Background: an optimization exercise with open tools, aiming at small area. Do not read the settings as production practice.
Function was checked by simulation only, so behaviour that the tests miss may differ from the original.

==> run D: inputs <==
Design jpeg_dctq, start of the top module:
module jpeg_dctq (clk, reset, pix_in, coef_out);
  input clk, reset;
  input [63:0] pix_in;
  output [63:0] coef_out;
  reg [2:0] ph;
  reg [2:0] bc;
  wire [2:0] nph = ph + 3'd1;
  wire [2:0] nbc = (ph == 3'd7 && bc != 3'd5) ? bc + 3'd1 : bc;
  always @(posedge clk)
    if (~reset) begin ph <= 3'd7; bc <= 3'd0; end
    else begin ph <= nph; bc <= nbc; end
  wire nb0 = (nbc == 3'd2);
  wire [3:0] nl = nb0 ? {1'b0, nph} + 4'd1 : {1'b0, nph};
  reg [6:0] sel;
  reg b0, dc;
  always @(posedge clk)
    if (~reset) begin sel <= 7'd0; b0 <= 1'b0; dc <= 1'b0; end
    else begin
      sel <= (7'd1 << nl[2:0]) & {7{~nl[3] & (nl[2:0] != 3'd7)}};
      b0 <= nb0;
      dc <= (nph == 3'd0);
    end
  reg [63:0] din;
  always @(posedge clk) din <= pix_in;
  wire [55:0] d1;
  dct_row row (.in(din), .out(d1));
  reg [63:0] ln0;
  reg [71:0] ln1;
  reg [79:0] ln2;
  reg [87:0] ln3;
  reg [95:0] ln4;
  reg [103:0] ln5;
  reg [111:0] ln6;
  always @(posedge clk) begin
    ln0 <= {ln0[55:0], d1[55:48]};
    ln1 <= {ln1[63:0], d1[47:40]};
    ln2 <= {ln2[71:0], d1[39:32]};
    ln3 <= {ln3[79:0], d1[31:24]};
    ln4 <= {ln4[87:0], d1[23:16]};
    ln5 <= {ln5[95:0], d1[15:8]};
    ln6 <= {ln6[103:0], d1[7:0]};
  end
  wire [63:0] col;
  assign col[56] = (sel[0] & ~b0 & ln0[56]) | (sel[1] & ~b0 & ln1[64]) | (sel[1] & b0 & ln1[0]) | (sel[2] & ~b0 & ln2[72]) | (sel[2] & b0 & ln2[8]) | (sel[3] & ~b0 & ln3[80]) | (sel[3] & b0 & ln3[16]) | (sel[4] & ~b0 & ln4[88]) | (sel[4] & b0 & ln4[24]) | (sel[5] & ~b0 & ln5[96]) | (sel[5] & b0 & ln5[32]) | (sel[6] & ~b0 & ln6[104]) | (sel[6] & b0 & ln6[40]);
  ...
clock: 11.0 ns
lec_check: 0
cap_margin: 20
core_margin: 2
core_utilization: 60
cts_buf_list: sky130_fd_sc_hd__clkbuf_16
cts_cluster_diameter: 120
cts_cluster_size: 32
place_density: 0.75
slew_margin: 20
synth_hierarchical: 1
synth_minimum_keep_size: 0
run.sh (not shown) runs the stock make flow with config.mk's settings and CLKGATE_MAP_FILE= SYNTH_SCRIPT=/design/flow/synth_recipe.tcl, a recipe that flattens the netlist after the stock synthesis.
==> run K (differences from run D) <==
--- a/flow/config.mk
+++ b/flow/config.mk
@@ -8,9 +8,9 @@
 export CAP_MARGIN = 20
 export CORE_MARGIN = 2
-export CORE_UTILIZATION = 60
+export CORE_UTILIZATION = 40
 export CTS_BUF_LIST = sky130_fd_sc_hd__clkbuf_16
 export CTS_CLUSTER_DIAMETER = 120
 export CTS_CLUSTER_SIZE = 32
-export PLACE_DENSITY = 0.75
+export PLACE_DENSITY = 0.6
 export SLEW_MARGIN = 20
 export SYNTH_HIERARCHICAL = 1
==> run summary <==
Run K completed with no timing, DRC or antenna violations. Run D went through all stages and came out clean. In run K the non-clock buffer count is higher than in run D, by 9. Of run D and run K, run K has the higher setup slack (gap 0.073 ns). Synthesized area is the same in run D and run K. In run K the cell count is larger than in run D, by 13%. In run K the via count is smaller than in run D, by 3.3%. In run K the design area is higher than in run D, by 1.7%. Of run K and run D, run D has the higher sequential share of layout area (gap 0.73 points). Between run D and run K, the lower routed wire length is in run K (gap 2.2%, measured against run K). Global-route usage: run D is higher than run K (8.8 points).
==> figures <==
| metric | run K | run D |
|---|---|---|
| Run status | finished clean | finished clean |
| Proportion of layout cells with a drive suffix above 1 | 0.03745 | 0.03346 |
| Inst Count DP | 4840 | 4300 |
| Multi-input gate share of total cell area | 0.4479 | 0.4555 |
| Initial Utilization | 0.4026 | 0.6067 |
| Depth of the critical timing path with buffers and inverters included | 30 | 31 |
| Tapcell count | 1500 | 969 |
| Detailed route wirelength on metal2 | 46560 um | 49260 um |
| Worst Hold Margin | 0.3160 ns | 0.3243 ns |
| M2 GR Usage | 0.2903 | 0.4566 |
| Core area | 0.1122 mm^2 | 0.07445 mm^2 |
| Detailed Route Iter0 Violations | 1944 | 2375 |
| Estimated wirelength of the detail-placed design | 72200 um | 74460 um |
| Arrival time of data at the critical path endpoint | 10.71 ns | 10.80 ns |
| Bufs w/o clock | 157 | 148 |
| Via count of the first global-routing pass | 25660 | 26990 |
| Clock buffers and inverters, area share | 0.02440 | 0.02315 |
| Worst path max stage delay | 0.62 ns | 0.58 ns |


==> run C <==
jpeg_dctq, a different RTL version from the one above (not shown whole).
==> flow/config.mk <==
export PLATFORM = sky130hd
export DESIGN_NAME = jpeg_dctq
export DESIGN_NICKNAME = jpeg_dctq
export VERILOG_FILES = /design/flow/design.v
export SDC_FILE = /design/flow/constraint.sdc
export NUM_CORES = 4
export LEC_CHECK = 0
export CAP_MARGIN = 20
export CORE_MARGIN = 2
export CORE_UTILIZATION = 40
export PLACE_DENSITY = 0.6
export SLEW_MARGIN = 20
export SYNTH_HIERARCHICAL = 1
export SYNTH_MINIMUM_KEEP_SIZE = 0
==> flow/constraint.sdc <==
create_clock -name core_clock -period 11.0 [get_ports {clk}]
set_input_delay 2.2000 -clock core_clock [delete_from_list [all_inputs] [get_ports {clk}]]
set_output_delay 2.2000 -clock core_clock [all_outputs]
set_load 0.01 [all_outputs]
==> inputs of run H, as changes to run C <==
GPL_TIMING_DRIVEN = 0   (was default)
==> summary of the runs <==
- In clock-buffer cell count, run H and run C do not differ.
- Against run H, the cell count of run C is smaller by about 3%.
- Of run H and run C, run C has the higher maximum frequency (gap 2.5%, measured against run C).
- In die area, run H and run C do not differ.
- In sequential cell count, run C and run H do not differ.
- Against run C, the routed wire length of run H is larger by 8.2%.

## port drivers added, routing unchanged
No port has a modelled driver above. Below, the same layouts with a new extraction and two added sets of constraints.
Step 1 sets driving cells, clkbuf_16 on the clock port and buf_2 on the other inputs (assumed; they add their load-dependent delay and slew).
Step 2 times the ports against the registers' clock, not the clock port: input delays grow and output delays shrink by t, the midpoint of the rising clock arrivals with the driver on.
Slacks: ideal ports / drivers / drivers and shift; pairs: ideal ports / drivers.
run	shift t [ns]	setup WS [ns]	hold WS [ns]	worst slew at a driven data input, ns
run D	0.656	0.724 / 0.724 / 0.724	0.324 / 0.324 / 0.324	0.04
run K	0.686	0.797 / 0.797 / 0.797	0.316 / 0.316 / 0.316	0.05
run C	0.727	0.629 / 0.629 / 0.629	0.309 / 0.309 / 0.309	0.04
run H	0.776	0.359 / 0.359 / 0.359	0.319 / 0.319 / 0.319	0.06
After both steps every run listed still meets setup and hold.
